What follows belongs to an exercise in optimizing a design on an open flow for small area; a production flow would make more cautious choices. At most, simulation tests tie the RTL to the original design; equivalence was not proved. The RTL of runs 3 to 5 was laid out without a check of its function. Power figures rest on the tool's default switching activity, not on a simulated workload.

===== design/flow/design.v =====
`timescale 1ns / 1ps
module seg7ment_sub(
input wire [3:0] num,
output reg [6:0] a_to_g );
always @(*)
case(num)
0: a_to_g=7'b0000001;
1: a_to_g=7'b1001111;
2: a_to_g=7'b0010010;
3: a_to_g=7'b0000110;
4: a_to_g=7'b1001100;
5: a_to_g=7'b0100100;
6: a_to_g=7'b0100000; 
7: a_to_g=7'b0001111;
8: a_to_g=7'b0000000;
9: a_to_g=7'b0000100;
'hA: a_to_g=7'b0001000;
'hB: a_to_g=7'b1100000;
'hC: a_to_g=7'b0110001;
'hD: a_to_g=7'b1000010;
'hE: a_to_g=7'b0110000;
'hF: a_to_g=7'b0111000;
default: a_to_g=7'b0000001;
endcase
endmodule
module taxi_top(
	input [1:0] light,
	input restart,
	input endcar,
	input park,
	input showaltogether,
	input clk,
	input rst,
	input showdistance,
	input restartall,
	output [6:0] a_to_g,
	output [3:0] enable,
	output point
    );
	reg [5:0]  clk_cnt;
	reg [3:0]  park_cnt;
	reg [15:0] distance;
	reg [19:0] onedrive;
	reg [19:0] altogether;
	reg [19:0] renewall;
	wire day  = light[1] & light[0];
	wire tick = (clk_cnt == 6'd62);
	wire rs   = restart | restartall;
	always @(posedge clk)
		if (rst) clk_cnt <= 0;
		else     clk_cnt <= clk_cnt + 1'b1;
	always @(posedge clk)
		if (rst) park_cnt <= 0;
		else if (tick) park_cnt <= (park_cnt == 4'd10) ? 4'd0 : park_cnt + 1'b1;
	wire [3:0] d0 = distance[3:0], d1 = distance[7:4], d2 = distance[11:8], d3 = distance[15:12];
	wire n0 = d0[3] & d0[0], n1 = d1[3] & d1[0], n2 = d2[3] & d2[0], n3 = d3[3] & d3[0];
	wire dinc = tick & ~park & ~endcar;
	reg [15:0] distance_n;
	always @(*) begin
		distance_n = distance;
		if (n0 & n1 & n2 & n3) distance_n = distance;
		else begin
			distance_n[3:0]   = n0 ? 4'd0 : d0 + 1'b1;
			if (n0) distance_n[7:4]   = n1 ? 4'd0 : d1 + 1'b1;
			if (n0 & n1) distance_n[11:8]  = n2 ? 4'd0 : d2 + 1'b1;
			if (n0 & n1 & n2) distance_n[15:12] = d3 + 1'b1;
		end
	end
	always @(posedge clk)
		if (rst | rs) distance <= 0;
		else if (dinc) distance <= distance_n;
	wire one  = (d0 == 4'd1);
	wire hi   = one & (distance[15:8] != 0);
	wire lo   = one & (d1 >= 4'd3);
	wire addt = tick & ~endcar;
	wire add0 = addt & park & (park_cnt == 0);
	wire add1 = addt & ~(park & (park_cnt == 0)) & (hi | lo);
	wire [2:0] amt1 = day ? (hi ? 3'd4 : 3'd3) : (hi ? 3'd5 : 3'd4);
	function [19:0] carry;
		input [19:0] v;
		reg [4:0] f0, f1, f2, f3;
		reg c0, c1, c2;
		begin
			c0 = v[4:0] > 9;
			f0 = c0 ? v[4:0] - 5'd10 : v[4:0];
			f1 = v[9:5] + c0;
			c1 = f1 > 9;
			if (c1) f1 = f1 - 5'd10;
			f2 = v[14:10] + c1;
			c2 = c1 & (f2 > 9);
			if (c2) f2 = f2 - 5'd10;
			f3 = v[19:15] + c2;
			if (c2 & (f3 > 9)) carry = 20'h99999;
			else carry = {f3, f2, f1, f0};
		end
	endfunction
	function [19:0] addc;
		input [19:0] v;
		begin
			addc = {v[19:10], v[9:5] + (add1 ? amt1 : 3'd0), v[4:0] + (add0 ? 5'd5 : 5'd0)};
		end
	endfunction
	wire [19:0] od_pre = rs ? (day ? 20'h00480 : 20'h004E0) : addc(onedrive);
	always @(posedge clk)
		if (rst) onedrive <= 0;
		else     onedrive <= carry(od_pre);
	reg [19:0] al_pre;
	always @(*) begin
		if (restart & restartall) al_pre = 0;
		else if (endcar & ~restart) al_pre = altogether;
		else if (restart) begin
			if (day) al_pre = {renewall[19:15], renewall[14:10] + 5'd1, renewall[9:7] + 3'd1, renewall[6:0]};
			else     al_pre = {renewall[19:10] + 10'd1, renewall[9:8], renewall[7:5] + 3'd7, renewall[4:0]};
		end
		else al_pre = addc(altogether);
	end
	always @(posedge clk)
		if (rst) altogether <= 0;
		else     altogether <= carry(al_pre);
	always @(posedge clk)
		if (rst | (restart & restartall)) renewall <= 0;
		else if (endcar & ~restart) renewall <= altogether;
	reg show;
	always @(*)
		case (light)
			2'd0: show = clk_cnt[3:0] <= 4'd1;
			2'd1: show = clk_cnt[3:0] <= 4'd2;
			2'd2: show = clk_cnt[3:0] <= 4'd4;
			default: show = clk_cnt[3:0] <= 4'd13;
		endcase
	wire [1:0] dig = clk_cnt[5:4] | {2{~show}};
	reg [3:0] fnum;
	always @(*)
		if (showdistance) fnum = distance[dig*4 +: 4];
		else if (showaltogether) fnum = renewall[dig*5 +: 4];
		else fnum = onedrive[dig*5 +: 4];
	assign enable = show ? ~(4'b1000 >> clk_cnt[5:4]) : 4'b1111;
	assign point  = ~(show & (clk_cnt[5:4] == 2'd1));
	seg7ment_sub C(.num(fnum), .a_to_g(a_to_g));
endmodule

===== design/flow/run.sh =====
#!/bin/bash
# synth_recipe.tcl (not shown) runs the flow's synth.tcl, then flattens the netlist and writes it again
# the make line also repeats each setting of config.mk as NAME=value (left out here)
make -C /OpenROAD-flow-scripts/flow DESIGN_CONFIG=/design/flow/config.mk WORK_HOME=/design/flow/orfs CLKGATE_MAP_FILE= SYNTH_SCRIPT=/design/flow/synth_recipe.tcl finish

===== design/flow/config.mk =====
export PLATFORM = sky130hd
export DESIGN_NAME = taxi_top
export DESIGN_NICKNAME = taxi_top
export VERILOG_FILES = /design/flow/design.v
export SDC_FILE = /design/flow/constraint.sdc
export NUM_CORES = 4
export LEC_CHECK = 0
export ABC_AREA = 1
export CAP_MARGIN = 20
export CORE_MARGIN = 2
export CORE_UTILIZATION = 60
export CTS_BUF_LIST = sky130_fd_sc_hd__clkbuf_2 sky130_fd_sc_hd__clkbuf_4 sky130_fd_sc_hd__clkbuf_8
export SLEW_MARGIN = 20

===== design/flow/constraint.sdc =====
create_clock -name core_clock -period 12.0 [get_ports {clk}]
set_input_delay 2.4000 -clock core_clock [delete_from_list [all_inputs] [get_ports {clk}]]
set_output_delay 2.4000 -clock core_clock [all_outputs]
set_load 0.01 [all_outputs]

==> flow_summary.toml, run 1 <==
[die]
core_um2 = 10400
start_util_pct = 62.1
die_w_um = 108
chipHeight_um = 108
floorplan.io_pins = 22
rows = 37
die-area_um2 = 11600

[global_route]
first_global_vias = 5668
grt_pass1_wl_um = 26600
globalRouteOverflowTotal = 0
antenna_violations_before_repair = 0
grtUsageTotal_pct = 28.4
grt_start_max_net_pins = 34

[placement]
dpl.hpwl_um = 12200
global_placer_s_final_weighted_congestion = 0.876
numPortBuffers = 21

[clock_tree]
ctsRootBufferMaster = "clkbuf_8"
clkSlewWorstSetupHoldPaths_ns = 0.09
post_cts_resized = 0
tritoncts = "built"
post-cts-setup-buffers = 0
max-clock-path-buffers = 2
post_cts_hold_buffer_count = 0
cts_sinks = 86
cts-buffers-inserted = 9
insertion_delay_ns = 0.38
cts_max_level = 3

[final_layout]
n_antenna_cell = 0
postLayoutCoreUtil_pct = 66.5
most_common_cell_after_layout_fill_and_taps_aside = "nand2_1"
syn_to_final_growth_pct = 7.06
layout.nets = 1092
fraction_of_final_layout_cells_sized_beyond_drive_strength_1_pct = 5.33
final_cell_mix = "nand2_1 (273), inv_1 (135), nor2_1 (108), nand3_1 (100), dfxtp_1 (86)"

[timing]
timing.setup.tns_ns = 0
report.final.slew_viol_count = 0
slew_headroom_pct = 31.2
layout_worst_path_cycle_share_pct = 77.1
report.final.setup_viol = 0
largest_clock_skew_in_the_final_design_ns = 0.0107
timing_worst_slew_pin_value_ns = 1.03
grt_setup_unrepaired = "false"
hold_violations = 0
finalCriticalPeriod_ns = 9.25
fmax_ghz = 0.108

[power]
sw_frac_of_total_pct = 34.2
cell_internal_pwr_mw = 0.431
power.net_switching_mw = 0.224
ir_drop_v = 0.0000689
static-leakage-power_nw = 3.19
power.share.clock_pct = 29.5
seq_power_share_pct = 46.5
pwr_density_cell_nw_per_um2 = 94.6
share_comb_of_total_power_pct = 24.0

[synth]
synth_top_cells_by_area = "dfxtp_1 (27%), nand2_1 (16%), ha_1 (10%), inv_1 (7.8%), nand3_1 (7.7%)"
synth-seq-cells = 86
yosysTopAreaCellShare_pct = 26.6
syn_avg_cell_area_um2 = 6.38
synth_top_cell_by_area = "dfxtp_1"
synth_seq_area_share_pct = 26.6
asyncSetResetFlopFracSynth_pct = 0
postSynth.topFlopCell = "dfxtp_1"
post_synth_edffs = 0
ys_types = 45
synthesis.area_um2 = 6470
ys_warn_count = 2
postSynthCellCount = 1014
syn_nets = 1080

[drt]
avgRoutedWirePerCell_um = 13.4
detailroute.via_count = 6286
route.antenna.remaining_nets = 0
first_pass_iters = 5
detail_route.vias_per_cell = 5.39
dr.first_iter.drc_count = 468
detail_route.drc_violations = 0
drt-total-wl_um = 15600

[critical_path]
r2r_slack_ns = 4.74
cpMostUsedCell = "ha_1"
cp.required_ns = 12.32
critPathMaxStageDelay_ns = 0.47
timing.critical_path.fanout_max = 10
timing.critical_path.from_type = "input port"
timing.critical_path.arrival_ns = 9.57
worstReg2RegEnd = "altogether[9]"
worst-setup-path-type = "in2reg"
cp-end-kind = "flop"
reg2regPathDepth = 50
slowest_stage = "clkdlybuf4s50_1"
rr_startpoint = "clk_cnt[4]"

[min_path]
holdCritPathClass = "reg2reg"
worstHoldStart = "renewall[19]"
min_delay_path_depth = 2
min_delay_worst_endpoint = "renewall[19]"

[run]
drv.max_cap_violation_count = 0

[outcome]
status = "complete, no violations"
==> worst max-delay path, delay by kind of cell <==
kind / cells / cell delay (ns)
AOI/OAI and AO/OA: 6 / 0.95
adders and majority gates: 11 / 2.28
buffers and inverters: 11 / 1.09
and+or+nand+nor: 23 / 2.85
==> worst max-delay path by stage <==
| stage | from | end | slack [ns] | cells after the start |
|---|---|---|---|---|
| 2_1_floorplan | park | altogether[13] | 3.90 | 50 |
| 3_3_place_gp | park | altogether[9] | 2.50 | 49 |
| 3_5_place_dp | park | altogether[9] | 2.40 | 49 |
| 4_1_cts | park | altogether[9] | 2.76 | 49 |
| 5_1_grt | park | altogether[9] | 2.02 | 51 |
| 6_report | park | altogether[9] | 2.75 | 51 |
==> power by group through the flow <==
| stage | combinational (mW) | sequential (mW) | clock [mW] |
|---|---|---|---|
| detailed placement | 0.155 | 0.311 | 0 |
| floorplan | 0.114 | 0.307 | 0 |
| global route | 0.179 | 0.306 | 0.210 |
| CTS | 0.156 | 0.304 | 0.197 |
| global placement | 0.154 | 0.311 | 0 |
| finish | 0.157 | 0.305 | 0.193 |
==> per-layer routing <==
metal / wire (um) / vias up / GRT usage, %
met4: 176 / 0 / 6.78
met5: 0 / - / 0
met2: 7150 / 124 / 46.5
met1: 7630 / 2854 / 39.5
li1: - / 3291 / -
met3: 680 / 17 / 4.06
==> registers in the layout, summed over array words and instances (netlist names) <==
| register | count |
|---|---|
| clk_cnt | 6 |
| park_cnt | 4 |
| onedrive | 20 |
| renewall | 20 |
| distance | 16 |
| altogether | 20 |
==> cell usage after synthesis (9+ instances only) <==
master / instances
nand2_1: 273
nor2_1: 108
inv_1: 135
a211oi_1: 9
a21oi_1: 74
ha_1: 54
nand4_1: 14
nand3_1: 100
xor2_1: 15
clkbuf_1: 10
dfxtp_1: 86
o21ai_0: 41
==> cell type report <==
cell class,count,area [um^2]
multi-input cells,763,4090
fillers,1023,3490
flip-flops and latches,86,1720
inverters,143,539
repair buffers,23,225
well taps,136,170
clock buffers,10,131
clock inverters,6,47.5
==> kinds of logic (layout without fill, tap and decap cells) <==
logic type | after synthesis | in the layout | share of synthesized area, %
multiplexers | 4 | 4 | 0.619
buffers and inverters | 165 | 182 | 10.2
XOR/XNOR | 20 | 20 | 2.71
flip-flops | 86 | 86 | 26.6
adder cells (fa/ha/maj) | 56 | 56 | 11.1
AO/OA/AOI/OAI | 145 | 145 | 12.6
AND/OR/NAND/NOR | 538 | 538 | 36.3
==> stage by stage <==
step	instance area (um^2)	hold WS, ns	power [mW]	std cells	setup slack (ns)
floorplan	6470	0.439	0.421	1014	3.90
global placement	6750	0.463	0.465	1151	2.50
detailed placement	6750	0.469	0.466	1151	2.40
CTS	6930	0.486	0.657	1167	2.76
global route	6930	0.513	0.694	1167	2.02
finish	6930	0.483	0.655	1167	2.75
==> run 2, diff against run 1 <==
==> design/flow/config.mk (replaced) <==
export PLATFORM = sky130hd
export DESIGN_NAME = taxi_top
export DESIGN_NICKNAME = taxi_top
export VERILOG_FILES = /design/flow/design.v
export SDC_FILE = /design/flow/constraint.sdc
export NUM_CORES = 4
export LEC_CHECK = 0
export CAP_MARGIN = 20
export CORE_MARGIN = 2
export CORE_UTILIZATION = 40
export SLEW_MARGIN = 20
==> run 2 against run 1 <==
  * Routed wire length rose by 10%
  * Total power grew 7.7%
  * Still clean on timing, DRC and antenna
  * Design area rose by 5.1%
  * Global-route usage shrank 8.8 points
  * Critical endpoint is now altogether[0]
==> flow_summary.toml, run 2 <==
[timing]
hold_slack_ns = 0.449
fmax_ghz = 0.0938
largest_clock_skew_in_the_final_design_ns = 0.00591
layout_worst_path_cycle_share_pct = 88.8
report.final.setup_viol = 0
finalCriticalPeriod_ns = 10.66
hold_violations = 0
timing_worst_slew_pin_value_ns = 0.969
slew_headroom_pct = 35.3
grt_setup_unrepaired = "false"
timing.setup.tns_ns = 0
report.final.slew_viol_count = 0
setup_ws_ns = 1.34

[synth]
asyncSetResetFlopFracSynth_pct = 0
yosys.cell_count.top_type = "nand2_1"
synth-seq-cells = 86
most_frequent_cells_after_synthesis = "nand2_1 (99), dfxtp_1 (86), a21oi_1 (71), nor2_1 (61), ha_1 (54)"
yosysTopAreaCellShare_pct = 26.0
post_synth_edffs = 0
synthesis.area_um2 = 6610
ys_types = 85
ys_warn_count = 2
postSynth.topFlopCell = "dfxtp_1"
synth_seq_area_share_pct = 26.0
postSynthCellCount = 829
synth_top_cells_by_area = "dfxtp_1 (26%), ha_1 (10%), nand2_1 (5.6%), a21oi_1 (5.4%), nor2_1 (3.5%)"
syn_avg_cell_area_um2 = 7.98
synth_top_cell_by_area = "dfxtp_1"
syn_nets = 895

[final_layout]
syn_to_final_growth_pct = 10.1
most_common_cell_after_layout_fill_and_taps_aside = "nand2_1"
fillCellCount = 1688
n_antenna_cell = 0
fraction_of_final_layout_cells_sized_beyond_drive_strength_1_pct = 6.71
layout.nets = 896
final_cell_mix = "nand2_1 (99), dfxtp_1 (86), a21oi_1 (71), nor2_1 (60), ha_1 (54)"

[drt]
route.antenna.remaining_nets = 0
drt-total-wl_um = 17200
detail_route.drc_violations = 0
first_pass_iters = 5
detailroute.via_count = 5956
avgRoutedWirePerCell_um = 16.3
detail_route.vias_per_cell = 5.65
dr.first_iter.drc_count = 399

[power]
pwr_density_cell_nw_per_um2 = 96.8
ir_drop_v = 0.0000873
totalPowerFinal_mw = 0.705
static-leakage-power_nw = 2.77

[global_route]
grt_pass1_wl_um = 27800
grtUsageTotal_pct = 19.6
globalRouteOverflowTotal = 0
first_global_vias = 5439
grt_start_max_net_pins = 40
antenna_violations_before_repair = 0

[critical_path]
cpMostUsedCell = "ha_1"
cp-end-kind = "flop"
timing.critical_path.fanout_max = 15
cp_num_buf_inv = 4
worst-setup-path-type = "in2reg"
timing.critical_path.from_type = "input port"
timing.critical_path.max_delay_family = "compound AO/OA/AOI/OAI gates"
slowest_stage = "nor3_1"
critPathMaxStageDelay_ns = 0.59
cp.required_ns = 12.28
timing.critical_path.arrival_ns = 10.94

[placement]
global_placer_s_final_weighted_congestion = 0.856
place_ws_ns = 1.07
dpl.hpwl_um = 12500
numPortBuffers = 21

[clock_tree]
cts-buffers-inserted = 9
post_cts_resized = 0
max-clock-path-buffers = 2
post_cts_hold_buffer_count = 0
post-cts-setup-buffers = 0
tritoncts = "built"
cts_sinks = 86
ctsRootBufferMaster = "clkbuf_16"
insertion_delay_ns = 0.35
clkSlewWorstSetupHoldPaths_ns = 0.06
cts_max_level = 3

[outcome]
status = "complete, no violations"

[run]
drv.max_cap_violation_count = 0

[die]
chipHeight_um = 133
die-area_um2 = 17600
core_um2 = 16300
start_util_pct = 40.4
floorplan.io_pins = 22
rows = 47
die_w_um = 133

[min_path]
holdCritPathClass = "reg2reg"
run 2: per-stage QoR:
step | utilization [%] | cell area, um^2 | cells
floorplan | - | 6610 | 829
global placement | 42.7 | 6980 | 1039
detailed placement | 42.7 | 6980 | 1039
CTS | 44.5 | 7280 | 1055
global route | 44.5 | 7280 | 1055
finish | 44.5 | 7280 | 1055
run 2: layout make-up:
type / instances / area, um^2 / share of cell area (%)
Multi-Input combinational cell: 669 / 4580 / 62.9
Tap cell: 220 / 275 / 3.78
Timing Repair Buffer: 28 / 263 / 3.61
Clock buffer: 13 / 260 / 3.57
Sequential cell: 86 / 1720 / 23.6
Clock inverter: 3 / 42.5 / 0.584
Inverter: 36 / 135 / 1.86
run 2: worst paths after layout:
| check | start | to | slack (ns) | cells past startpoint |
|---|---|---|---|---|
| max reg2reg | clk_cnt[5] | altogether[0] | 2.60 | 38 |
| max | endcar | altogether[0] | 1.34 | 38 |
| min | altogether[16] | renewall[16] | 0.45 | 2 |
| min reg2reg | altogether[16] | renewall[16] | 0.45 | 2 |
run 2: cells by family (layout without fill, tap and decap cells):
kind of cell               Yosys count  count (layout)  share of synthesized area (%)
buffers and inverters               74              80                           4.69
DFF                                 86              86                           26.0
and+or+nand+nor                    333             333                           26.1
muxes                               29              29                           5.11
adders and majority gates           56              56                           10.8
AOI/OAI and AO/OA                  206             206                           21.2
xor gates and xnor gates            45              45                           6.07
run 2: where the power goes:
group          switching, mW  leakage [nW]  total [mW]  internal [mW]
sequential           0.00658         0.696       0.297          0.291
combinational         0.0681          1.93       0.118         0.0502
clock                  0.117         0.146       0.289          0.173
total                  0.191          2.77       0.705          0.514
run 2: worst register-to-register path: cells and delay by family, from the launching register on:
| kind | cells | cell delay [ns] |
|---|---|---|
| XOR/XNOR | 1 | 0.14 |
| AND/OR/NAND/NOR | 12 | 2.91 |
| adder cells (fa/ha/maj) | 9 | 2.11 |
| AO/OA/AOI/OAI | 14 | 3.36 |
| flip-flops | 1 | 0.69 |
| buffers and inverters | 2 | 0.11 |
run 2: metal layers:
metal / global-route usage, % / vias to the layer above / part of all wire (%)
met1: 26.8 / 2814 / 48
li1: - / 2998 / -
met3: 4.02 / 13 / 4.7
met2: 32.0 / 131 / 46
met4: 4.06 / 0 / 1.1
met5: 0 / - / 0
==> run 3, diff against run 2 <==
--- a/design/flow/design.v
+++ b/design/flow/design.v
@@ -78,4 +78,5 @@
 	wire [2:0] amt1 = day ? (hi ? 3'd4 : 3'd3) : (hi ? 3'd5 : 3'd4);
-	function [19:0] carry;
+	function [19:0] step;
 		input [19:0] v;
+		input a0, a1;
 		reg [4:0] f0, f1, f2, f3;
@@ -83,5 +84,6 @@
 		begin
-			c0 = v[4:0] > 9;
-			f0 = c0 ? v[4:0] - 5'd10 : v[4:0];
-			f1 = v[9:5] + c0;
+			f0 = v[4:0] + (a0 ? 5'd5 : 5'd0);
+			c0 = f0 > 9;
+			if (c0) f0 = f0 - 5'd10;
+			f1 = v[9:5] + (a1 ? {2'b00, amt1} : 5'd0) + c0;
 			c1 = f1 > 9;
@@ -92,29 +94,18 @@
 			f3 = v[19:15] + c2;
-			if (c2 & (f3 > 9)) carry = 20'h99999;
-			else carry = {f3, f2, f1, f0};
+			if (c2 & (f3 > 9)) step = 20'h99999;
+			else step = {f3, f2, f1, f0};
 		end
 	endfunction
-	function [19:0] addc;
-		input [19:0] v;
-		begin
-			addc = {v[19:10], v[9:5] + (add1 ? amt1 : 3'd0), v[4:0] + (add0 ? 5'd5 : 5'd0)};
-		end
-	endfunction
-	wire [19:0] od_pre = rs ? (day ? 20'h00480 : 20'h004E0) : addc(onedrive);
 	always @(posedge clk)
 		if (rst) onedrive <= 0;
-		else     onedrive <= carry(od_pre);
+		else if (rs) onedrive <= day ? 20'h00480 : 20'h004E0;
+		else onedrive <= step(onedrive, add0, add1);
 	reg [19:0] al_pre;
 	always @(*) begin
-		if (restart & restartall) al_pre = 0;
-		else if (endcar & ~restart) al_pre = altogether;
-		else if (restart) begin
-			if (day) al_pre = {renewall[19:15], renewall[14:10] + 5'd1, renewall[9:7] + 3'd1, renewall[6:0]};
-			else     al_pre = {renewall[19:10] + 10'd1, renewall[9:8], renewall[7:5] + 3'd7, renewall[4:0]};
-		end
-		else al_pre = addc(altogether);
+		if (day) al_pre = {renewall[19:15], renewall[14:10] + 5'd1, renewall[9:7] + 3'd1, renewall[6:0]};
+		else     al_pre = {renewall[19:10] + 10'd1, renewall[9:8], renewall[7:5] + 3'd7, renewall[4:0]};
 	end
 	always @(posedge clk)
-		if (rst) altogether <= 0;
-		else     altogether <= carry(al_pre);
+		if (rst | (restart & restartall)) altogether <= 0;
+		else altogether <= step(restart ? al_pre : altogether, add0 & ~restart, add1 & ~restart);
 	always @(posedge clk)
==> design/flow/flow/run.sh (new file) <==
#!/bin/bash
# Own layout flow: the standard flow, but synthesis maps the logic with an
# area-oriented abc script and without half/full-adder cells, and port buffers
# are the smallest buffer. Each step's full output is in orfs/logs/.
set -euo pipefail
W=$(pwd)
export FLOW_ABC_SCRIPT=$W/flow/abc_area.script
# standard.sh with our synthesis script in place of synth_recipe.tcl
sed "s|SYNTH_SCRIPT=[^ ]*|SYNTH_SCRIPT=$W/flow/synth.tcl|" standard.sh > run_standard.sh
grep -q "SYNTH_SCRIPT=$W/flow/synth.tcl" run_standard.sh
bash run_standard.sh ADDER_MAP_FILE= "BUFFER_PORTS_ARGS=-buffer_cell sky130_fd_sc_hd__buf_1" finish > flow.log 2>&1
==> design/flow/flow/abc_area.script (new file) <==
strash
dc2
balance
rewrite
refactor
balance
rewrite
rewrite -z
balance
refactor -z
rewrite -z
balance
dc2
balance
rewrite
refactor
balance
rewrite
rewrite -z
balance
refactor -z
rewrite -z
balance
&get -n
&dch -f
&nf -R 1000
&put
==> design/flow/flow/synth.tcl (new file) <==
# The standard flow's synthesis (synth_recipe.tcl) with one change: abc maps the logic with
# an area-oriented script (flow/abc_area.script) instead of ORFS's.
proc synth {args} { yosys synth -nofsm -noshare {*}$args }
rename source __orig_source
proc source {args} {
  set r [uplevel 1 [list __orig_source {*}$args]]
  if { [string match *synth_preamble.tcl [lindex $args end]] } {
    upvar #0 abc_args abc_args
    set i [lsearch -exact $abc_args -script]
    lset abc_args [expr {$i + 1}] $::env(FLOW_ABC_SCRIPT)
    puts "abc args: $abc_args"
  }
  return $r
}
source $::env(SCRIPTS_DIR)/synth.tcl
# left out here: clear keep_hierarchy, flatten, clean up, hide names made inside functions, write 1_2_yosys.v
==> design/flow/standard.sh (new file) <==
#!/bin/bash
# synth_recipe.tcl (not shown) runs the flow's synth.tcl, then flattens the netlist and writes it again
# the make line also repeats each setting of config.mk as NAME=value (left out here)
make -C /OpenROAD-flow-scripts/flow DESIGN_CONFIG=/design/flow/config.mk WORK_HOME=/design/flow/orfs CLKGATE_MAP_FILE= SYNTH_SCRIPT=/design/flow/synth_recipe.tcl "${@:-finish}"
removed: design/flow/run.sh
==> run 3 against run 2 <==
  * Design area shrank 28%
  * Sequential power shrank 2%
  * Synthesized cell count shrank 28%
  * Hold slack gained 0.0036 ns
  * Via count shrank 25%
  * Count of clock-buffer cells in the layout shrank 1
  * Critical path type unchanged
  * Highest routed layer unchanged
==> flow_summary.toml, run 3 <==
[power]
ir_drop_v = 0.000120
pwr_density_cell_nw_per_um2 = 120
static-leakage-power_nw = 1.88
totalPowerFinal_mw = 0.635

[critical_path]
timing.critical_path.arrival_ns = 9.03
worst-setup-path-type = "in2reg"
timing.critical_path.max_delay_family = "simple AND/OR/NAND/NOR gates"
cp.required_ns = 12.26
timing.critical_path.from_type = "input port"
timing.critical_path.fanout_max = 15
cp-end-kind = "flop"
slowest_stage = "nor3_1"
r2r_slack_ns = 4.62
cpMostUsedCell = "nand2_1"
cp_num_buf_inv = 1
critPathMaxStageDelay_ns = 0.65
reg2regPathDepth = 30
worstReg2RegEnd = "altogether[13]"
rr_startpoint = "clk_cnt[4]"

[min_path]
holdCritPathClass = "reg2reg"
min_delay_path_depth = 2
worstHoldStart = "altogether[4]"
min_delay_worst_endpoint = "renewall[4]"

[timing]
slew_headroom_pct = 38.9
timing_worst_slew_pin_value_ns = 0.913
grt_setup_unrepaired = "false"
layout_worst_path_cycle_share_pct = 73.1
report.final.setup_viol = 0
finalCriticalPeriod_ns = 8.77
largest_clock_skew_in_the_final_design_ns = 0.00984
timing.setup.tns_ns = 0
report.final.slew_viol_count = 0
fmax_ghz = 0.114
hold_violations = 0

[global_route]
grtUsageMet1_pct = 26.0
first_global_vias = 4168
globalRouteOverflowTotal = 0
globalRouteMet2Util_pct = 31.8
grt_pass1_wl_um = 20200
antenna_violations_before_repair = 0
gr-usage-met3_pct = 5.29
peak_usage_layer_in_the_global_routing_report = "met2"
grtUsageTotal_pct = 19.9
grt_start_max_net_pins = 51

[synth]
synth_top_cells_by_area = "dfxtp_1 (37%), a21oi_1 (8.2%), nand2_1 (5.8%), nor2_1 (5.8%), xnor2_1 (4.5%)"
postSynthCellCount = 596
syn_avg_cell_area_um2 = 7.86
synthesis.area_um2 = 4680
yosysTopAreaCellShare_pct = 36.8
syn_nets = 606
most_frequent_cells_after_synthesis = "dfxtp_1 (86), a21oi_1 (77), nand2_1 (72), nor2_1 (72), o21ai_0 (29)"
asyncSetResetFlopFracSynth_pct = 0
ys_types = 45
ys_warn_count = 2
post_synth_edffs = 0
postSynth.topFlopCell = "dfxtp_1"
yosys.cell_count.top_type = "dfxtp_1"
synth_seq_area_share_pct = 36.8
synth_top_cell_by_area = "dfxtp_1"
synth-seq-cells = 86

[drt]
route.antenna.remaining_nets = 0
detail_route.vias_per_cell = 5.71
drt-total-wl_um = 12200
first_pass_iters = 6
detail_route.drc_violations = 0
dr.first_iter.drc_count = 274
avgRoutedWirePerCell_um = 15.6
detailroute.via_count = 4456

[die]
rows = 39
chipHeight_um = 112
die_w_um = 112
floorplan.io_pins = 22
start_util_pct = 41.0
die-area_um2 = 12600
core_um2 = 11400

[clock_tree]
post_cts_resized = 0
cts_max_level = 3
insertion_delay_ns = 0.35
tritoncts = "built"
max-clock-path-buffers = 2
post-cts-setup-buffers = 0
cts_sinks = 86
cts-buffers-inserted = 9
ctsRootBufferMaster = "clkbuf_16"
clkSlewWorstSetupHoldPaths_ns = 0.06
post_cts_hold_buffer_count = 0

[placement]
global_placer_s_final_weighted_congestion = 0.830
numPortBuffers = 21
dpl.hpwl_um = 8740

[outcome]
status = "complete, no violations"

[final_layout]
most_common_cell_after_layout_fill_and_taps_aside = "dfxtp_1"
fraction_of_final_layout_cells_sized_beyond_drive_strength_1_pct = 3.77
n_antenna_cell = 0
syn_to_final_growth_pct = 12.7
layout.nets = 642
postLayoutCoreUtil_pct = 46.2
fillCellCount = 1170
final_cell_mix = "dfxtp_1 (86), a21oi_1 (77), nand2_1 (72), nor2_1 (71), o21ai_0 (29)"

[run]
drv.max_cap_violation_count = 0
==> run 3: cell types whose count changed in the layout (fill, tap and decap cells not counted), moves of 13 or more <==
| cell | change |
|---|---|
| and2_1 | -23 |
| ha_1 | -54 |
| nand3_1 | -13 |
| nand2_1 | -27 |
| buf_1 | +20 |
| clkdlybuf4s50_1 | -21 |
| inv_1 | -35 |
==> run 3: stage by stage <==
stage                     cells  area (um^2)  hold slack, ns  worst slack [ns]
after global placement      764         4970           0.438              3.35
final                       780         5280           0.452              3.23
after CTS                   780         5280           0.455              3.28
after global routing        780         5280           0.491              2.28
after detailed placement    764         4970           0.450              2.95
after floorplan             596         4680           0.432              3.97
==> run 3: cells by family (layout without fill, tap and decap cells) <==
logic type / after synthesis / after routing / synth area share, %
and+or+nand+nor: 263 / 263 / 27.0
AOI/OAI and AO/OA: 173 / 173 / 22.2
DFF: 86 / 86 / 36.8
xor gates and xnor gates: 44 / 44 / 8.23
muxes: 17 / 17 / 4.54
buffers and inverters: 12 / 53 / 1.04
adders and majority gates: 1 / 1 / 0.214
==> run 3: power by group <==
group	switching [mW]	internal (mW)	leakage, nW
Combinational	0.0352	0.0178	1.05
Sequential	0.00356	0.289	0.696
Clock	0.121	0.168	0.143
Total	0.159	0.475	1.88
==> run 3: layout make-up <==
cell class,instances,area (um^2),share of cell area (%)
Clock buffer,12,246,4.67
Clock inverter,4,55.1,1.04
Inverter,11,41.3,0.783
Multi-Input combinational cell,498,2910,55.2
Sequential cell,86,1720,32.6
Tap cell,143,179,3.39
Timing Repair Buffer,26,118,2.23
==> run 3: how the worst max path moves through the flow <==
stage          startpoint        endpoint  depth (start not counted)
5_1_grt            endcar   altogether[9]                         29
2_1_floorplan    light[0]       a_to_g[3]                         13
6_report           endcar  altogether[13]                         29
3_5_place_dp       endcar  altogether[13]                         29
3_3_place_gp       endcar  altogether[10]                         29
4_1_cts            endcar  altogether[13]                         29
==> run 3: worst min-delay path, stage by stage, from the launching register on <==
cell and delay [ns]:
dfxtp_1 0.31, nand2_1 0.05, a21oi_1 0.05
==> run 3: per-layer routing <==
| layer | vias up | part of all wire, % |
|---|---|---|
| met2 | 108 | 47 |
| met1 | 2106 | 47 |
| li1 | 2225 | - |
| met4 | 0 | 1.8 |
| met3 | 17 | 4.8 |
| met5 | - | 0 |
==> run 4, diff against run 3 <==
--- a/design/flow/config.mk
+++ b/design/flow/config.mk
@@ -9,3 +9,5 @@
 export CORE_MARGIN = 2
-export CORE_UTILIZATION = 40
+export CORE_UTILIZATION = 60
+export CTS_BUF_LIST = sky130_fd_sc_hd__clkbuf_4 sky130_fd_sc_hd__clkbuf_8
+export CTS_CLUSTER_SIZE = 16
 export SLEW_MARGIN = 20
==> run 4 against run 3 <==
  * Still clean on timing, DRC and antenna
  * Clock power is 22% lower
  * Design area is 2.8% lower
  * Die area is 32% lower
  * Sequential power hardly changed
  * Cell count is 5.5% lower
  * Sequential cell count stayed put
  * Area after synthesis stayed put
  * Register-to-register slack worse by 0.19 ns
  * Global-route usage is 7.9 points higher
  * Count of clock-buffer cells in the layout is 2 lower
  * Core utilization is 21 points higher
  * Critical endpoint is now altogether[9]
==> flow_summary.toml, run 4 <==
[timing]
timing.setup.tns_ns = 0
largest_clock_skew_in_the_final_design_ns = 0.0107
report.final.slew_viol_count = 0
report.final.setup_viol = 0
finalCriticalPeriod_ns = 8.90
slew_headroom_pct = 32.2
hold_violations = 0
timing_worst_slew_pin_value_ns = 1.02
layout_worst_path_cycle_share_pct = 74.2
grt_setup_unrepaired = "false"
fmax_ghz = 0.112

[critical_path]
timing.critical_path.arrival_ns = 9.18
cp_num_buf_inv = 1
cpMostUsedCell = "nand2_1"
timing.critical_path.max_delay_family = "simple AND/OR/NAND/NOR gates"
slowest_stage = "nor3_1"
cp.required_ns = 12.27
cp-end-kind = "flop"
timing.critical_path.from_type = "input port"
worst-setup-path-type = "in2reg"
critPathMaxStageDelay_ns = 0.71
timing.critical_path.fanout_max = 15

[synth]
postSynth.topFlopCell = "dfxtp_1"
syn_nets = 606
synth.mux.area_fraction_pct = 4.54
postSynthCellCount = 596
asyncSetResetFlopFracSynth_pct = 0
post_synth_edffs = 0
synth_top_cell_by_area = "dfxtp_1"
yosys.cell_count.top_type = "dfxtp_1"
synth-seq-cells = 86
synth_seq_area_share_pct = 36.8
synthesis.area_um2 = 4680
syn_avg_cell_area_um2 = 7.86
yosysTopAreaCellShare_pct = 36.8
combinational_family_with_the_most_area_after_synthesis = "simple AND/OR/NAND/NOR gates"
ys_types = 45
post_synth_adder_cell_area_pct = 0.214
synth-simple-area-share_pct = 27.0
most_frequent_cells_after_synthesis = "dfxtp_1 (86), a21oi_1 (77), nand2_1 (72), nor2_1 (72), o21ai_0 (29)"
ys_warn_count = 2
synthXorXnorAreaFrac_pct = 8.23
synth_top_cells_by_area = "dfxtp_1 (37%), a21oi_1 (8.2%), nand2_1 (5.8%), nor2_1 (5.8%), xnor2_1 (4.5%)"
complex_gate_fraction_of_the_synthesized_area_pct = 22.2

[power]
share_comb_of_total_power_pct = 9.1
power.share.clock_pct = 39.5
seq_power_share_pct = 51.4
pwr_density_cell_nw_per_um2 = 111
power.net_switching_mw = 0.143
cell_internal_pwr_mw = 0.425
sw_frac_of_total_pct = 25.2
totalPowerFinal_mw = 0.569
static-leakage-power_nw = 1.84
ir_drop_v = 0.0000576

[global_route]
grtUsageTotal_pct = 27.9
first_global_vias = 4033
globalRouteOverflowTotal = 0
grt_pass1_wl_um = 19100
antenna_violations_before_repair = 0
grt_start_max_net_pins = 51

[placement]
numPortBuffers = 21
post-place-cells = 721
global_placer_s_final_weighted_congestion = 0.879
dpl.hpwl_um = 8330

[outcome]
status = "complete, no violations"

[die]
die-area_um2 = 8530
rows = 32
start_util_pct = 61.2
floorplan.io_pins = 22
die_w_um = 92.3
core_um2 = 7650
chipHeight_um = 92.3

[clock_tree]
insertion_delay_ns = 0.36
tritoncts = "built"
cts_max_level = 3
max-clock-path-buffers = 2
ctsRootBufferMaster = "clkbuf_8"
cts-buffers-inserted = 9
post-cts-setup-buffers = 0
post_cts_hold_buffer_count = 0
post_cts_resized = 0
clkSlewWorstSetupHoldPaths_ns = 0.08
cts_sinks = 86

[drt]
wl_met1_um = 5120
detailroute.via_count = 4453
top_signal_layer_used = "met4"
detail_route.vias_per_cell = 6.04
met2_wirelength_um = 5540
drt-total-wl_um = 11400
dr.first_iter.drc_count = 236
avgRoutedWirePerCell_um = 15.5
met3RoutedLength_um = 460
detail_route.drc_violations = 0
route.antenna.remaining_nets = 0
first_pass_iters = 5

[final_layout]
n_antenna_cell = 0
layout.nets = 640
fraction_of_final_layout_cells_sized_beyond_drive_strength_1_pct = 3.78
syn_to_final_growth_pct = 9.46
fillCellCount = 668
ff_latch_area_um2 = 1720
final_cell_mix = "dfxtp_1 (86), a21oi_1 (77), nand2_1 (72), nor2_1 (71), o21ai_0 (29)"
multiInputGateArea_um2 = 2910
final_cells = 737
most_common_cell_after_layout_fill_and_taps_aside = "dfxtp_1"

[run]
drv.max_cap_violation_count = 0

[min_path]
holdCritPathClass = "reg2reg"
==> run 4: cell families (layout without fill, tap and decap cells) <==
group,count (synthesis),count (layout)
AO/OA/AOI/OAI,173,173
XOR/XNOR,44,44
adder cells (fa/ha/maj),1,1
buffers and inverters,12,51
flip-flops,86,86
multiplexers,17,17
AND/OR/NAND/NOR,263,263
==> run 4: metal layers <==
| metal | vias to the layer above | global-route usage, % |
|---|---|---|
| li1 | 2232 | - |
| met1 | 2087 | 35.9 |
| met2 | 106 | 46.5 |
| met3 | 28 | 4.56 |
| met4 | 0 | 11.4 |
| met5 | - | 0 |
==> run 4: final cells by class <==
| cell class | count | share of cell area [%] |
|---|---|---|
| clock buffers | 10 | 2.56 |
| clock inverters | 6 | 1.68 |
| inverters | 11 | 0.806 |
| multi-input cells | 498 | 56.9 |
| flip-flops and latches | 86 | 33.6 |
| well taps | 102 | 2.49 |
| repair buffers | 24 | 2.00 |
==> run 4: worst register-to-register path, delay by kind of cell, from the launching register on <==
kind | cells | cell delay (ns)
xor gates and xnor gates | 4 | 0.94
DFF | 1 | 0.55
AOI/OAI and AO/OA | 6 | 1.71
and+or+nand+nor | 19 | 4.26
==> run 4: worst paths after layout <==
kind / startpoint / to / slack, ns / cells after the start
min reg2reg: renewall[4] / renewall[4] / 0.46 / 2
min: renewall[4] / renewall[4] / 0.46 / 2
max: endcar / altogether[9] / 3.10 / 28
max reg2reg: clk_cnt[4] / altogether[9] / 4.43 / 29
==> run 4: power by group through the flow <==
stage	Clock [mW]	Sequential, mW	Combinational [mW]
global placement	0	0.299	0.0503
finish	0.224	0.292	0.0518
floorplan	0	0.298	0.0332
CTS	0.228	0.292	0.0515
global route	0.238	0.293	0.0578
detailed placement	0	0.299	0.0512
==> run 4: per-stage QoR <==
stage,hold slack [ns],area [um^2],util (%),worst slack [ns]
floorplan,0.432,4680,-,3.97
global placement,0.443,4910,64.2,3.34
detailed placement,0.444,4910,64.2,2.86
CTS,0.459,5120,67.0,3.19
global route,0.484,5120,67.0,2.07
finish,0.458,5120,67.0,3.10
==> run 5, diff against run 4 <==
--- a/design/flow/config.mk
+++ b/design/flow/config.mk
@@ -10,4 +10,5 @@
 export CORE_UTILIZATION = 60
-export CTS_BUF_LIST = sky130_fd_sc_hd__clkbuf_4 sky130_fd_sc_hd__clkbuf_8
-export CTS_CLUSTER_SIZE = 16
+export CTS_BUF_LIST = sky130_fd_sc_hd__clkbuf_8
+export CTS_CLUSTER_DIAMETER = 80
+export CTS_CLUSTER_SIZE = 24
 export SLEW_MARGIN = 20
==> run 5 against run 4 <==
  * Sequential share of layout area barely moved
  * Via count decreased by 0.13%
  * Hold slack hardly changed
  * Highest routed layer unchanged
  * Critical path type unchanged
  * Routed wire length is 0.13% higher
  * Cell count unchanged
  * Critical endpoint unchanged
  * Still clean
==> flow_summary.toml, run 5 <==
[synth]
synth_seq_area_share_pct = 36.8
synth-simple-area-share_pct = 27.0
postSynthCellCount = 596
ys_warn_count = 2
synthXorXnorAreaFrac_pct = 8.23
asyncSetResetFlopFracSynth_pct = 0
combinational_family_with_the_most_area_after_synthesis = "simple AND/OR/NAND/NOR gates"
synth_top_cells_by_area = "dfxtp_1 (37%), a21oi_1 (8.2%), nand2_1 (5.8%), nor2_1 (5.8%), xnor2_1 (4.5%)"
syn_nets = 606
postSynth.topFlopCell = "dfxtp_1"
syn_avg_cell_area_um2 = 7.86
synthesis.area_um2 = 4680
yosysTopAreaCellShare_pct = 36.8
most_frequent_cells_after_synthesis = "dfxtp_1 (86), a21oi_1 (77), nand2_1 (72), nor2_1 (72), o21ai_0 (29)"
synth-seq-cells = 86
post_synth_edffs = 0
synth_top_cell_by_area = "dfxtp_1"
ys_types = 45
post_synth_adder_cell_area_pct = 0.214
complex_gate_fraction_of_the_synthesized_area_pct = 22.2
yosys.cell_count.top_type = "dfxtp_1"
synth.mux.area_fraction_pct = 4.54

[critical_path]
worst-setup-path-type = "in2reg"
timing.critical_path.from_type = "input port"
cpMostUsedCell = "nand2_1"
cp.required_ns = 12.27
critPathMaxStageDelay_ns = 0.71
slowest_stage = "nor3_1"
timing.critical_path.arrival_ns = 9.20
cp-end-kind = "flop"
timing.critical_path.fanout_max = 15

[clock_tree]
post_cts_hold_buffer_count = 0
clkSlewWorstSetupHoldPaths_ns = 0.08
post_cts_resized = 0
tritoncts = "built"
insertion_delay_ns = 0.36
cts_sinks = 86
post-cts-setup-buffers = 0
max-clock-path-buffers = 2
cts-buffers-inserted = 9
cts_max_level = 3
ctsRootBufferMaster = "clkbuf_8"

[final_layout]
syn_to_final_growth_pct = 9.38
final_cells = 737
finish.instance_area_um2 = 5120
final_cell_mix = "dfxtp_1 (86), a21oi_1 (77), nand2_1 (72), nor2_1 (71), o21ai_0 (29)"
n_antenna_cell = 0
layout.nets = 640
fraction_of_final_layout_cells_sized_beyond_drive_strength_1_pct = 3.62
postLayoutCoreUtil_pct = 67.0
most_common_cell_after_layout_fill_and_taps_aside = "dfxtp_1"

[timing]
slew_headroom_pct = 31.9
report.final.slew_viol_count = 0
largest_clock_skew_in_the_final_design_ns = 0.00954
timing_worst_slew_pin_value_ns = 1.02
report.final.setup_viol = 0
finalCriticalPeriod_ns = 8.92
hold_slack_ns = 0.457
hold_violations = 0
layout_worst_path_cycle_share_pct = 74.4
setup_ws_ns = 3.08
grt_setup_unrepaired = "false"
timing.setup.tns_ns = 0
fmax_ghz = 0.112

[placement]
post-place-cells = 721
numPortBuffers = 21
placement.cell_area_um2 = 4910
global_placer_s_final_weighted_congestion = 0.879
place_ws_ns = 2.86
dpl.hpwl_um = 8330

[die]
die-area_um2 = 8530
floorplan.io_pins = 22
rows = 32
core_um2 = 7650
die_w_um = 92.3
start_util_pct = 61.2
chipHeight_um = 92.3

[drt]
detail_route.vias_per_cell = 6.03
first_pass_iters = 5
drt-total-wl_um = 11400
dr.first_iter.drc_count = 231
detailroute.via_count = 4447
avgRoutedWirePerCell_um = 15.5
route.antenna.remaining_nets = 0
detail_route.drc_violations = 0

[global_route]
antenna_violations_before_repair = 0
grtUsageTotal_pct = 27.9
globalRouteOverflowTotal = 0
first_global_vias = 4039
grt_start_max_net_pins = 51
grt_pass1_wl_um = 19100

[power]
pwr_density_cell_nw_per_um2 = 110
ir_drop_v = 0.0000576
totalPowerFinal_mw = 0.565
static-leakage-power_nw = 1.84

[outcome]
status = "complete, no violations"

[min_path]
holdCritPathClass = "reg2reg"

[run]
drv.max_cap_violation_count = 0
## run 5: cell counts after synthesis
No cell type changed its count.
## run 5: metal layers
layer,global-route usage (%),share of wire (%),up-vias
li1,-,-,2233
met5,0,0,-
met1,35.9,45,2083
met3,4.56,4.1,25
met4,11.4,2.6,0
met2,46.5,49,106
## run 5: worst paths after layout
check	cells past startpoint	to	startpoint	slack, ns
max	28	altogether[9]	endcar	3.08
min	2	renewall[4]	renewall[4]	0.46
max reg2reg	29	altogether[9]	clk_cnt[4]	4.42
min reg2reg	2	renewall[4]	renewall[4]	0.46
## run 5: where the power goes
group / internal (mW) / switching (mW)
Sequential: 0.289 / 0.00362
Combinational: 0.0174 / 0.0344
Clock: 0.116 / 0.105
Total: 0.422 / 0.143
## run 5: kinds of logic after synthesis
family | Yosys count
compound gates | 173
fa+ha+maj | 1
buf+inv | 12
xor+xnor | 44
flops | 86
simple gates | 263
mux | 17
## run 5: critical path, delay by kind of cell
kind                   cells  cell delay (ns)
AO/OA/AOI/OAI              6             1.72
AND/OR/NAND/NOR           17             3.83
buffers and inverters      1             0.30
XOR/XNOR                   4             0.94
## run 5: area by class of cell
type / instances / area (um^2)
tap: 102 / 128
timing repair buffer: 24 / 103
fill: 668 / 2530
sequential: 86 / 1720
clock buffer: 9 / 124
inverter: 11 / 41.3
clock inverter: 7 / 90.1
multi-input combinational: 498 / 2910
==> run 6, diff against run 5 <==
--- a/design/flow/design.v
+++ b/design/flow/design.v
@@ -42,5 +42,7 @@
 	reg [15:0] distance;
-	reg [19:0] onedrive;
-	reg [19:0] altogether;
-	reg [19:0] renewall;
+	reg [2:0]  od_k;
+	reg [3:0]  od_f1, od_f2;
+	reg [4:0]  od_f3;
+	reg [2:0]  al_k, rn_k;
+	reg [14:0] al_f, rn_f;     
 	wire day  = light[1] & light[0];
@@ -78,37 +80,54 @@
 	wire [2:0] amt1 = day ? (hi ? 3'd4 : 3'd3) : (hi ? 3'd5 : 3'd4);
-	function [19:0] step;
-		input [19:0] v;
-		input a0, a1;
-		reg [4:0] f0, f1, f2, f3;
-		reg c0, c1, c2;
-		begin
-			f0 = v[4:0] + (a0 ? 5'd5 : 5'd0);
-			c0 = f0 > 9;
-			if (c0) f0 = f0 - 5'd10;
-			f1 = v[9:5] + (a1 ? {2'b00, amt1} : 5'd0) + c0;
-			c1 = f1 > 9;
-			if (c1) f1 = f1 - 5'd10;
-			f2 = v[14:10] + c1;
-			c2 = c1 & (f2 > 9);
-			if (c2) f2 = f2 - 5'd10;
-			f3 = v[19:15] + c2;
-			if (c2 & (f3 > 9)) step = 20'h99999;
-			else step = {f3, f2, f1, f0};
+	wire [2:0] od_s0 = od_k + add0;
+	wire od_c0 = od_s0[2] | od_s0[1];
+	wire [4:0] od_s1 = od_f1 + (add1 ? amt1 : 3'd0) + od_c0;
+	wire od_c1 = od_s1 > 9;
+	wire od_c2 = od_c1 & od_f2[3] & od_f2[0];
+	wire od_sat = od_c2 & (od_f3[4] | (od_f3[3] & od_f3[0]));
+	always @(posedge clk)
+		if (rst) {od_f3, od_f2, od_f1, od_k} <= 0;
+		else if (rs) {od_f3, od_f2, od_f1, od_k} <= {5'd0, 4'd1, day ? 4'd4 : 4'd7, 3'd0};
+		else if (od_sat) {od_f3, od_f2, od_f1, od_k} <= {5'd19, 4'd6, 4'd12, 3'd5};
+		else begin
+			od_k  <= od_c0 ? od_s0 - 3'd2 : od_s0;
+			od_f1 <= od_c1 ? od_s1 - 5'd10 : od_s1;
+			od_f2 <= od_c2 ? 4'd0 : od_f2 + od_c1;
+			if (od_c2) od_f3 <= {1'b0, od_f3[3:0] + 4'd1};
 		end
+	reg [14:0] al_pf;
+	always @(*)
+		if (~restart) al_pf = al_f;
+		else if (day) al_pf = {rn_f[14:10], rn_f[9:5] + 5'd1, rn_f[4:2] + 3'd1, rn_f[1:0]};
+		else          al_pf = {{rn_f[14:10], rn_f[9:5]} + 10'd1, rn_f[4:3], rn_f[2:0] + 3'd7};
+	wire [2:0] al_pk = restart ? rn_k : al_k;
+	wire al_a0 = add0 & ~restart, al_a1 = add1 & ~restart;
+	wire [2:0] al_s0 = al_pk + al_a0;
+	wire al_c0 = al_s0[2] | al_s0[1];
+	wire [4:0] al_s1 = al_pf[4:0] + (al_a1 ? amt1 : 3'd0) + al_c0;
+	wire al_c1 = al_s1 > 9;
+	wire [4:0] al_s2 = al_pf[9:5] + al_c1;
+	wire al_c2 = al_c1 & (al_s2 > 9);
+	wire [4:0] al_s3 = al_pf[14:10] + al_c2;
+	wire al_sat = al_c2 & (al_s3 > 9);
+	always @(posedge clk)
+		if (rst | (restart & restartall)) {al_f, al_k} <= 0;
+		else if (al_sat) {al_f, al_k} <= {5'd19, 5'd6, 5'd12, 3'd5};
+		else begin
+			al_k <= al_c0 ? al_s0 - 3'd2 : al_s0;
+			al_f <= {al_s3, al_c2 ? al_s2 - 5'd10 : al_s2, al_c1 ? al_s1 - 5'd10 : al_s1};
+		end
+	always @(posedge clk)
+		if (rst | (restart & restartall)) {rn_f, rn_k} <= 0;
+		else if (endcar & ~restart) {rn_f, rn_k} <= {al_f, al_k};
+	function [3:0] f0dig;
+		input [2:0] k;
+		case (k)
+			3'd0: f0dig = 4'h0;
+			3'd1: f0dig = 4'h5;
+			3'd2: f0dig = 4'hA;
+			3'd3: f0dig = 4'hF;
+			3'd4: f0dig = 4'h4;
+			default: f0dig = 4'h9;
+		endcase
 	endfunction
-	always @(posedge clk)
-		if (rst) onedrive <= 0;
-		else if (rs) onedrive <= day ? 20'h00480 : 20'h004E0;
-		else onedrive <= step(onedrive, add0, add1);
-	reg [19:0] al_pre;
-	always @(*) begin
-		if (day) al_pre = {renewall[19:15], renewall[14:10] + 5'd1, renewall[9:7] + 3'd1, renewall[6:0]};
-		else     al_pre = {renewall[19:10] + 10'd1, renewall[9:8], renewall[7:5] + 3'd7, renewall[4:0]};
-	end
-	always @(posedge clk)
-		if (rst | (restart & restartall)) altogether <= 0;
-		else altogether <= step(restart ? al_pre : altogether, add0 & ~restart, add1 & ~restart);
-	always @(posedge clk)
-		if (rst | (restart & restartall)) renewall <= 0;
-		else if (endcar & ~restart) renewall <= altogether;
 	reg show;
@@ -125,4 +144,8 @@
 		if (showdistance) fnum = distance[dig*4 +: 4];
-		else if (showaltogether) fnum = renewall[dig*5 +: 4];
-		else fnum = onedrive[dig*5 +: 4];
+		else case (dig)
+			2'd0: fnum = f0dig(showaltogether ? rn_k : od_k);
+			2'd1: fnum = showaltogether ? rn_f[3:0]   : od_f1;
+			2'd2: fnum = showaltogether ? rn_f[8:5]   : od_f2;
+			default: fnum = showaltogether ? rn_f[13:10] : od_f3[3:0];
+		endcase
 	assign enable = show ? ~(4'b1000 >> clk_cnt[5:4]) : 4'b1111;
==> design/flow/flow/run.sh (replaced) <==
#!/bin/bash
# Own layout flow: the standard flow (standard.sh) with these changes:
#  - synthesis maps the logic with an area-oriented abc script
#    (flow/abc_area.script) and without half/full-adder cells; the registers
#    are those of the standard synthesis;
#  - port buffers are the smallest buffer;
#  - clock tree: small buffers and no dummy loads (settings in flow/cts.env).
# The make output is in flow.log; each step's own log is under orfs/logs/.
set -euo pipefail
W=$(pwd)
export FLOW_ABC_SCRIPT=$W/flow/abc_area.script
source $W/flow/cts.env
sed "s|SYNTH_SCRIPT=[^ ]*|SYNTH_SCRIPT=$W/flow/synth.tcl|" standard.sh > run_standard.sh
grep -q "SYNTH_SCRIPT=$W/flow/synth.tcl" run_standard.sh
bash run_standard.sh ADDER_MAP_FILE= "BUFFER_PORTS_ARGS=-buffer_cell sky130_fd_sc_hd__buf_1" \
  "CTS_ARGS=$CTS_ARGS" finish > flow.log 2>&1
==> design/flow/flow/cts.env (new file) <==
CTS_ARGS="-sink_clustering_enable -repair_clock_nets -sink_clustering_size 30 -sink_clustering_max_diameter 120 -buf_list sky130_fd_sc_hd__clkbuf_8 -root_buf sky130_fd_sc_hd__clkbuf_8 -dont_use_dummy_load"
--- a/design/flow/config.mk
+++ b/design/flow/config.mk
@@ -10,5 +10,2 @@
 export CORE_UTILIZATION = 60
-export CTS_BUF_LIST = sky130_fd_sc_hd__clkbuf_8
-export CTS_CLUSTER_DIAMETER = 80
-export CTS_CLUSTER_SIZE = 24
 export SLEW_MARGIN = 20
==> run 6 against run 5 <==
  * Still clean on timing, DRC and antenna
  * Maximum frequency rose by 11%
  * Sequential share of layout area rose by 0.72 points
  * First-iteration DRC count rose by 97%
  * Design area fell by 11%
  * Critical path depth fell by 1
==> flow_summary.toml, run 6 <==
[power]
static-leakage-power_nw = 1.60
cell_internal_pwr_mw = 0.344
seq_power_share_pct = 57.9
power.net_switching_mw = 0.115
ir_drop_v = 0.0000656
power.share.clock_pct = 32.7
sw_frac_of_total_pct = 25.1
pwr_density_cell_nw_per_um2 = 101
share_comb_of_total_power_pct = 9.4

[timing]
finalCriticalPeriod_ns = 8.05
hold_slack_ns = 0.440
timing_worst_slew_pin_value_ns = 0.875
fmax_ghz = 0.124
layout_worst_path_cycle_share_pct = 67.1
grt_setup_unrepaired = "false"
largest_clock_skew_in_the_final_design_ns = 0.0276
hold_violations = 0
timing.setup.tns_ns = 0
report.final.setup_viol = 0
report.final.slew_viol_count = 0
slew_headroom_pct = 41.4

[clock_tree]
ctsRootBufferMaster = "clkbuf_8"
post_cts_resized = 0
post_cts_hold_buffer_count = 0
cts_sinks = 78
tritoncts = "built"
clkSlewWorstSetupHoldPaths_ns = 0.07
cts-buffers-inserted = 9
insertion_delay_ns = 0.35
post-cts-setup-buffers = 0
max-clock-path-buffers = 2
cts_max_level = 3

[critical_path]
rr_startpoint = "clk_cnt[4]"
timing.critical_path.from_type = "input port"
critical_path.endpoint = "al_f[9]"
worstReg2RegEnd = "al_f[9]"
cp-end-kind = "flop"
cpMostUsedCell = "nor2_1"
timing.critical_path.arrival_ns = 8.31
worst-setup-path-type = "in2reg"
timing.critical_path.fanout_max = 47
cp.required_ns = 12.26
slowest_stage = "clkbuf_2"
critical_path.startpoint = "restart"
r2r_slack_ns = 5.19
critPathMaxStageDelay_ns = 0.47
reg2regPathDepth = 29

[global_route]
globalRouteOverflowTotal = 0
first_global_vias = 3512
grtUsageTotal_pct = 27.2
grt_start_max_net_pins = 48
antenna_violations_before_repair = 0
grt_pass1_wl_um = 16500

[synth]
yosys.cell_count.top_type = "dfxtp_1"
most_frequent_cells_after_synthesis = "dfxtp_1 (78), nor2_1 (70), a21oi_1 (62), nand2_1 (56), o21ai_0 (29)"
postSynth.topFlopCell = "dfxtp_1"
post_synth_edffs = 0
ys_types = 45
yosysTopAreaCellShare_pct = 37.2
synth_top_cells_by_area = "dfxtp_1 (37%), a21oi_1 (7.4%), nor2_1 (6.3%), nand2_1 (5.0%), xnor2_1 (4.2%)"
synth_seq_area_share_pct = 37.2
asyncSetResetFlopFracSynth_pct = 0
syn_nets = 550
synthesis.area_um2 = 4200
postSynthCellCount = 540
ys_warn_count = 2
synth-seq-cells = 78
syn_avg_cell_area_um2 = 7.77
synth_top_cell_by_area = "dfxtp_1"

[drt]
detail_route.vias_per_cell = 5.95
route.antenna.remaining_nets = 0
avgRoutedWirePerCell_um = 14.7
detailroute.via_count = 3980
dr.first_iter.drc_count = 456
drt-total-wl_um = 9850
detail_route.drc_violations = 0
first_pass_iters = 6

[final_layout]
ff_latch_area_um2 = 1560
fraction_of_final_layout_cells_sized_beyond_drive_strength_1_pct = 2.62
n_antenna_cell = 0
final_cell_mix = "dfxtp_1 (78), nor2_1 (70), a21oi_1 (62), nand2_1 (56), o21ai_0 (29)"
multiInputGateArea_um2 = 2610
largest-register = "distance"
fillCellCount = 600
layout.nets = 585
most_common_cell_after_layout_fill_and_taps_aside = "dfxtp_1"
largest_register_ff_count = 16
syn_to_final_growth_pct = 8.38

[die]
start_util_pct = 61.7
rows = 30
floorplan.io_pins = 22
chipHeight_um = 87.6
die_w_um = 87.6
core_um2 = 6790
die-area_um2 = 7680

[placement]
global_placer_s_final_weighted_congestion = 0.911
numPortBuffers = 21
dpl.hpwl_um = 7220

[run]
drv.max_cap_violation_count = 0

[min_path]
holdCritPathClass = "reg2reg"

[outcome]
status = "complete, no violations"
[run 6: changes by cell type after synthesis, sizes merged, moves of 6 or more]
cell and change:
nand2 -16, a211oi -10, dfxtp -8, xor2 -7, mux2i +6, a21oi -15
nor3 +10
[run 6: layout make-up]
type                    instances  share of cell area [%]
multi-input cells             454                    57.3
flip-flops and latches         78                    34.3
clock buffers                   9                    2.72
well taps                      96                    2.64
repair buffers                 25                    2.42
inverters                       7                   0.578
[run 6: worst max-delay path: cells and delay by family]
| kind | cells | cell delay, ns |
|---|---|---|
| xor+xnor | 4 | 0.97 |
| buf+inv | 1 | 0.47 |
| compound gates | 5 | 1.29 |
| simple gates | 17 | 3.13 |
[run 6: cell families (layout without fill, tap and decap cells)]
family | count (synthesis) | count (layout) | synth area share, %
adders and majority gates | 1 | 1 | 0.239
muxes | 17 | 17 | 4.09
DFF | 78 | 78 | 37.2
AOI/OAI and AO/OA | 154 | 154 | 22.0
buffers and inverters | 8 | 41 | 0.805
xor gates and xnor gates | 33 | 33 | 6.89
and+or+nand+nor | 249 | 249 | 28.7
[run 6: per-stage QoR]
stage	utilization, %	area, um^2	setup WS (ns)	power, mW	instances
after detailed placement	65.1	4420	3.73	0.315	660
after floorplan	-	4200	4.91	0.298	540
after CTS	66.9	4550	4.06	0.462	669
final	66.9	4550	3.95	0.460	669
after global routing	66.9	4550	3.33	0.477	669
after global placement	65.1	4420	4.13	0.314	660
[run 6: worst min-delay path by stage]
stage | from | endpoint | slack [ns] | cells past startpoint
floorplan | od_f3[4] | od_f3[4] | 0.42 | 2
global placement | od_f3[4] | od_f3[4] | 0.43 | 2
detailed placement | od_f3[4] | od_f3[4] | 0.44 | 2
CTS | od_f3[4] | od_f3[4] | 0.44 | 2
global route | od_f3[4] | od_f3[4] | 0.49 | 2
finish | od_f3[4] | od_f3[4] | 0.44 | 2
[run 6: power groups by stage]
| stage | clock (mW) | combinational, mW | sequential [mW] |
|---|---|---|---|
| 2_1_floorplan | 0 | 0.0275 | 0.271 |
| 3_3_place_gp | 0 | 0.0421 | 0.272 |
| 3_5_place_dp | 0 | 0.0426 | 0.272 |
| 4_1_cts | 0.153 | 0.0429 | 0.266 |
| 5_1_grt | 0.163 | 0.0482 | 0.266 |
| 6_report | 0.150 | 0.0431 | 0.266 |
[run 6: layer usage]
layer	vias to the layer above	routed length [um]	track usage, %
li1	2020	-	-
met1	1836	4930	39.6
met2	102	4210	40.0
met3	22	481	4.43
met4	0	236	11.6
met5	-	0	0
==> run 7, diff against run 6 <==
--- a/design/flow/flow/abc_area.script
+++ b/design/flow/flow/abc_area.script
@@ -23,5 +23,7 @@
 balance
-&get -n
-&dch -f
-&nf -R 1000
-&put
+dch -f
+amap
+mfs
+strash
+dch -f
+amap
==> design/flow/flow/cts.env (replaced) <==
CTS_ARGS="-sink_clustering_enable -repair_clock_nets -sink_clustering_size 16 -sink_clustering_max_diameter 100 -buf_list sky130_fd_sc_hd__clkbuf_4 -root_buf sky130_fd_sc_hd__clkbuf_8 -dont_use_dummy_load"
==> run 7 against run 6 <==
  * Still clean
  * Combinational power rose by 77%
  * Design area decreased by 5.3%
  * Clock power hardly changed
  * Sequential share of layout area increased by 1.9 points
  * First-iteration DRC count is 57% lower
  * Count of clock-buffer cells in the layout is the same
  * Non-clock buffer count down 4
  * Clock skew decreased by 0.0023 ns
  * Maximum frequency down 12%
  * Largest power group unchanged
==> flow_summary.toml, run 7 <==
[power]
pwr_density_cell_nw_per_um2 = 116
seq_power_share_pct = 54.9
static-leakage-power_nw = 1.41
power.net_switching_mw = 0.140
cell_internal_pwr_mw = 0.360
power.share.clock_pct = 29.8
totalPowerFinal_mw = 0.499
sw_frac_of_total_pct = 27.9
ir_drop_v = 0.0000836
share_comb_of_total_power_pct = 15.3

[synth]
yosys.cell_count.top_type = "nor2_1"
synthesis.area_um2 = 4020
ys_types = 39
asyncSetResetFlopFracSynth_pct = 0
most_frequent_cells_after_synthesis = "nor2_1 (153), dfxtp_1 (78), clkinv_1 (67), o21ai_0 (49), nand2_1 (47)"
synth_seq_area_share_pct = 38.9
ys_warn_count = 2
postSynth.topFlopCell = "dfxtp_1"
synth-seq-cells = 78
yosysTopAreaCellShare_pct = 38.9
post_synth_edffs = 0
synth_top_cell_by_area = "dfxtp_1"
postSynthCellCount = 585
syn_nets = 595
synth_top_cells_by_area = "dfxtp_1 (39%), nor2_1 (14%), clkinv_1 (6.3%), o21ai_0 (6.1%), a21oi_1 (5.7%)"
syn_avg_cell_area_um2 = 6.86

[final_layout]
fraction_of_final_layout_cells_sized_beyond_drive_strength_1_pct = 1.47
multiInputGateArea_um2 = 2190
postLayoutCoreUtil_pct = 67.1
largest_register_ff_count = 16
finish.instance_area_um2 = 4310
syn_to_final_growth_pct = 7.26
fillCellCount = 578
layout.nets = 626
n_antenna_cell = 0
ff_latch_area_um2 = 1560
final_cell_mix = "nor2_1 (153), dfxtp_1 (78), clkinv_1 (67), o21ai_0 (49), nand2_1 (47)"
largest-register = "distance"
most_common_cell_after_layout_fill_and_taps_aside = "nor2_1"

[clock_tree]
ctsRootBufferMaster = "clkbuf_8"
post_cts_resized = 0
cts-buffers-inserted = 9
max-clock-path-buffers = 2
cts_max_level = 3
insertion_delay_ns = 0.36
post-cts-setup-buffers = 0
post_cts_hold_buffer_count = 0
tritoncts = "built"
clkSlewWorstSetupHoldPaths_ns = 0.08
cts_sinks = 78

[critical_path]
critical_path.startpoint = "restart"
timing.critical_path.from_type = "input port"
timing.critical_path.fanout_max = 29
timing.critical_path.arrival_ns = 9.37
cp_num_buf_inv = 6
slowest_stage = "o21ai_0"
cpMostUsedCell = "nor2_1"
timing.critical_path.max_delay_family = "simple AND/OR/NAND/NOR gates"
rr_startpoint = "clk_cnt[5]"
cp-end-kind = "flop"
worst-setup-path-type = "in2reg"
critPathMaxStageDelay_ns = 0.81
cp.required_ns = 12.20

[drt]
detail_route.drc_violations = 0
first_pass_iters = 7
route.antenna.remaining_nets = 0
detailroute.via_count = 4154
avgRoutedWirePerCell_um = 14.3
dr.first_iter.drc_count = 196
detail_route.vias_per_cell = 6.01
drt-total-wl_um = 9910

[placement]
numPortBuffers = 21
placement.cell_area_um2 = 4180
global_placer_s_final_weighted_congestion = 0.896
dpl.hpwl_um = 7490

[die]
rows = 29
start_util_pct = 62.5
die_w_um = 85.8
chipHeight_um = 85.8
die-area_um2 = 7360
core_um2 = 6420
floorplan.io_pins = 22

[timing]
finalCriticalPeriod_ns = 9.16
timing_worst_slew_pin_value_ns = 1.02
report.final.slew_viol_count = 0
report.final.setup_viol = 0
hold_violations = 0
layout_worst_path_cycle_share_pct = 76.4
largest_clock_skew_in_the_final_design_ns = 0.0254
slew_headroom_pct = 31.1
timing.setup.tns_ns = 0
fmax_ghz = 0.109
grt_setup_unrepaired = "false"
hold_slack_ns = 0.464

[outcome]
status = "complete, no violations"

[global_route]
first_global_vias = 3700
grtUsageTotal_pct = 27.8
globalRouteOverflowTotal = 0
grt_start_max_net_pins = 30
grt_pass1_wl_um = 16500
antenna_violations_before_repair = 0

[run]
drv.max_cap_violation_count = 0

[min_path]
holdCritPathClass = "reg2reg"
worstHoldStart = "clk_cnt[0]"
==> run 7: cell types whose count changed in the layout (fill, tap and decap cells not counted), sizes merged, moves of 9 or more <==
cell,change
a21oi,-16
clkinv,+60
and2,-10
nor2b,-14
xor2,-13
o21ai,+20
mux2i,-16
xnor2,-20
nand2,-9
nand2b,-15
o22ai,+19
nor2,+83
==> run 7: per-stage QoR <==
| stage | instances | setup WS, ns |
|---|---|---|
| final | 691 | 2.84 |
| after CTS | 691 | 2.90 |
| after global placement | 682 | 3.01 |
| after detailed placement | 682 | 2.54 |
| after floorplan | 585 | 4.24 |
| after global routing | 691 | 1.91 |
==> run 7: logic make-up after synthesis <==
| family | Yosys count | share of synthesized area [%] |
|---|---|---|
| simple gates | 260 | 27.1 |
| compound gates | 179 | 27.6 |
| flops | 78 | 38.9 |
| buf+inv | 68 | 6.45 |
==> run 7: worst reg2reg max path: cells and delay by family, from the launching register on <==
| kind | cells | cell delay (ns) |
|---|---|---|
| AND/OR/NAND/NOR | 21 | 4.38 |
| AO/OA/AOI/OAI | 8 | 1.96 |
| buffers and inverters | 7 | 0.95 |
| flip-flops | 1 | 0.37 |
==> run 7: layout make-up <==
class	instances	share of cell area (%)
Inverter	67	5.84
Tap cell	77	2.24
Timing Repair Buffer	21	1.83
Sequential cell	78	36.3
Multi-Input combinational cell	439	51.0
Clock buffer	9	2.88
==> run 7: power groups by stage <==
stage,Combinational (mW),Sequential [mW],Clock [mW]
6_report,0.0764,0.274,0.149
5_1_grt,0.0869,0.275,0.164
4_1_cts,0.0756,0.274,0.152
3_5_place_dp,0.0753,0.280,0
3_3_place_gp,0.0736,0.280,0
2_1_floorplan,0.0563,0.278,0
==> run 7: path summary, 6_finish.rpt <==
check,end,slack [ns],cells after the start
worst max-delay path,al_f[5],2.84,33
worst min-delay path,clk_cnt[0],0.46,1
worst max register to register,al_f[5],4.21,36
worst min register to register,clk_cnt[0],0.46,1
==> run 7: metal layers <==
layer / up-vias / global-route usage (%) / part of all wire (%)
met5: - / 0 / 0
met4: 0 / 11.4 / 2.7
met3: 30 / 6.64 / 4.3
met2: 108 / 46.0 / 46
met1: 1892 / 34.8 / 47
li1: 2124 / - / -

re-timing with driven ports:
How much do the figures lean on ideal ports? The routed layouts below were timed once more, with nothing changed but the port constraints. Step 1 assumes that a clkbuf_16 drives the clock port and a buf_2 every other input. Step 2, shift: input delay + t, output delay - t, t = (earliest + latest rising clock arrival at the registers) / 2. This alone moves slack from input paths to output paths. a / b / c = no drivers / after step 1 / after step 2; a / b = the first two.
run	shift t [ns]	setup slack, ns	worst setup path at the end	pins driven straight from the clock port
run 1	0.411	2.746 / 2.759 / 2.348	input to register	1
run 2	0.390	1.343 / 1.364 / 0.974	input to register	1
run 3	0.387	3.231 / 3.246 / 2.859	input to register	1
run 4	0.388	3.096 / 3.106 / 2.718	input to register	1
run 5	0.388	3.075 / 3.086 / 2.698	input to register	1
run 6	0.370	3.954 / 3.960 / 3.590	input to register	1
run 7	0.376	2.836 / 2.838 / 2.462	input to register	1
After both steps setup and hold are still met in every run listed. For run 1, which loses most, drivers alone change the setup slack by +0.013 ns; drivers and shift together by -0.398 ns.
